Source: an optimization exercise on an open RTL-to-GDS flow (aim: small area, a short achievable clock period and few clock cycles per item). Production flows keep margins and buffers that such runs may drop.
The RTL was checked by simulation tests, not by an equivalence proof against the original design.
The clock port is modelled as an ideal driver; clocking choices that lean on that would not hold on a real chip.
No activity file was given, so power comes from the tool's default toggle rates.

rev 12:
==> flow/design.v (excerpt) <==
module mips(input wire clk,
            input wire reset,
            input wire [31:0] i_inst_rdata,
            input wire [31:0] m_data_rdata,
            output wire [31:0] i_inst_addr,
            output wire [31:0] m_data_addr,
            output wire [31:0] m_data_wdata,
            output wire [3:0] m_data_byteen,
            output wire [31:0] m_inst_addr,
            output wire w_grf_we,
            output wire [4:0] w_grf_addr,
            output wire [31:0] w_grf_wdata,
            output wire [31:0] w_inst_addr
        );
For scale: roughly 270 I/O pins, roughly 71000 sq um of cells after synthesis.
clock: 100.0 ns
lec_check: 0
cap_margin: 20
core_margin: 2
core_utilization: 55
cts_cluster_diameter: 70
cts_cluster_size: 22
slew_margin: 20
synth_hierarchical: 1
synth_minimum_keep_size: 0
standard.sh (not shown) runs the stock make flow with config.mk's settings and CLKGATE_MAP_FILE= SYNTH_SCRIPT=/design/flow/synth_recipe.tcl, a recipe that flattens the netlist after the stock synthesis.
==> flow/flow/run.sh <==
#!/bin/bash
# Layout flow: the standard ORFS flow (standard.sh, with its synthesis unchanged), with these
# changes to how the layout is made:
#  - the port buffers are sky130_fd_sc_hd__buf_1 instead of the delay cells that buffer_ports
#    picks by default (repair may upsize them);
#  - timing repair aims at a setup slack margin, so that it works on the paths that set the
#    achieved period (the clock period less the worst slack) instead of stopping at zero slack;
set -euo pipefail
HERE=$(pwd)
MARGIN=78.6
bash standard.sh "BUFFER_PORTS_ARGS=-buffer_cell sky130_fd_sc_hd__buf_1" \
    "SETUP_SLACK_MARGIN=$MARGIN" "POST_CTS_TCL=$HERE/flow/post_cts.tcl" finish > flow_make.log 2>&1
==> flow/flow/post_cts.tcl <==
# Area recovery after CTS: downsize cells (recover_power), then repair setup again to the
# same slack margin the flow uses, then legalize. Delay cells are kept out of both steps.
set_dont_use [get_lib_cells {*/sky130_fd_sc_hd__clkdlybuf* */sky130_fd_sc_hd__dlygate* */sky130_fd_sc_hd__dlymetal* */sky130_fd_sc_hd__dlyb*}]
log_cmd estimate_parasitics -placement
log_cmd repair_timing -recover_power 100 -verbose
log_cmd repair_timing -setup -setup_margin $::env(SETUP_SLACK_MARGIN) -repair_tns 100 -verbose
log_cmd detailed_placement
check_placement -verbose
Testbench counts of rev 12, summed over its fixed seeds: cycles 183,109, programs 64.
Input changes introduced in rev 13 (baseline for comparison: rev 12):
diff --git a/flow/config.mk b/flow/config.mk
--- a/flow/config.mk
+++ b/flow/config.mk
@@ -10 +10 @@
-export CORE_UTILIZATION = 55
+export CORE_UTILIZATION = 65
### Flow results
- Of rev 13 and rev 12, it is rev 13 that has the lower critical path's largest stage delay.
- Going from rev 12 to rev 13, the cell count was found to have gone down by 230.
- The clock latency on the worst-skew pair number comes out lower for rev 13 vs rev 12.
- Diff rev 12 -> rev 13: via count of the routed design now larger; cell count after synthesis held steady; clock power shrank by 12%.
- Critical path endpoint: grf.r_[13].q[1] -> rev 13, grf.r_[1].q[3] -> rev 12
- Going from rev 12 to rev 13, post-route worst setup slack rose 85 ps, cell area went down by about 0.34%.

---

mips, a different RTL version from the one above (not shown whole).
Size: about 270 I/O pins.
==> flow/config.mk <==
export PLATFORM = sky130hd
export DESIGN_NAME = mips
export DESIGN_NICKNAME = mips
export VERILOG_FILES = /design/flow/design.v
export SDC_FILE = /design/flow/constraint.sdc
export NUM_CORES = 8
export LEC_CHECK = 0
export CAP_MARGIN = 20
export CORE_MARGIN = 2
export CORE_UTILIZATION = 40
export SLEW_MARGIN = 20
export SYNTH_HIERARCHICAL = 1
export SYNTH_MINIMUM_KEEP_SIZE = 0
==> flow/constraint.sdc <==
create_clock -name core_clock -period 100.0 [get_ports {clk}]
set_input_delay 20.0000 -clock core_clock [delete_from_list [all_inputs] [get_ports {clk}]]
set_output_delay 20.0000 -clock core_clock [all_outputs]
set_load 0.01 [all_outputs]
run.sh (not shown) runs the stock make flow with config.mk's settings and CLKGATE_MAP_FILE= SYNTH_SCRIPT=/design/flow/synth_recipe.tcl, a recipe that flattens the netlist after the stock synthesis.
Stock flow here: none of the scripts above is used.
Testbench counts at the start, summed over its fixed seeds: cycles 198,629, programs 64.
Rerun with:
==> flow/flow/run.sh (new file) <==
#!/bin/bash
# Layout flow: the standard ORFS flow (standard.sh, unchanged synthesis), with two changes
# to how the layout is made:
#  - the port buffers are sky130_fd_sc_hd__buf_4 instead of the delay-cell buffers that
#    buffer_ports picks by default;
#  - timing repair aims at a setup slack margin, so that it optimises the paths that set the
#    achieved period (period less worst slack) instead of stopping at zero slack.
# The clock, the SDC and every other setting are the standard flow's.
set -euo pipefail
MARGIN=79
bash standard.sh "BUFFER_PORTS_ARGS=-buffer_cell sky130_fd_sc_hd__buf_4" \
    "SETUP_SLACK_MARGIN=$MARGIN" finish > flow_make.log 2>&1
==> flow/standard.sh (new file) <==
#!/bin/bash
# synth_recipe.tcl (not shown) runs the flow's synth.tcl, then flattens the netlist and writes it again
# the make line also repeats each setting of config.mk as NAME=value (left out here)
make -C /OpenROAD-flow-scripts/flow DESIGN_CONFIG=/design/flow/config.mk WORK_HOME=/design/flow/orfs CLKGATE_MAP_FILE= SYNTH_SCRIPT=/design/flow/synth_recipe.tcl "${@:-finish}"
removed: flow/run.sh
- total power increases by a few percent
- utilization increases by 1.4 points
- synthesized cell count is unchanged
- via count increases by a few percent
- setup slack gains 0.94 ns
- routed wire length increases by a little under a tenth
- fmax increases by a few percent
- sequential share of layout area decreases by 0.77 points
- clock power decreases slightly
- area after synthesis stays the same
- flip-flop and latch count stays the same

==> port drivers added, routing unchanged <==
In the flow no input, the clock included, has a driving cell. The finished layouts below were timed again as built, in two steps.
Step 1: set_driving_cell puts a clkbuf_16 on clk and a buf_2 on each other input, an assumption about the parent block.
Step 2 also shifts input and output timing later by t, the mid clock arrival at the registers, as if the neighbouring blocks saw the same clock.
a / b / c = ideal ports / drivers / drivers and shift; a / b = the first two.
| run | shift t [ns] | setup slack, ns | worst register clock-pin slew, ns | worst slew at a driven data input, ns |
|---|---|---|---|---|
| rev 12 | 0.851 | 78.450 / 78.490 / 77.639 | 0.09 / 0.09 | 0.06 |
| rev 13 | 0.802 | 78.535 / 78.416 / 77.614 | 0.09 / 0.09 | 0.20 |
| the first run of note 2 | 0.911 | 77.554 / 77.470 / 77.670 | 0.07 / 0.07 | 0.07 |
| the second run of note 2 | 0.924 | 78.492 / 78.407 / 78.187 | 0.07 / 0.07 | 0.06 |
After both steps every run listed still meets setup and hold. For rev 13, which loses most, drivers alone change the setup slack by -0.119 ns; drivers and shift together by -0.921 ns.
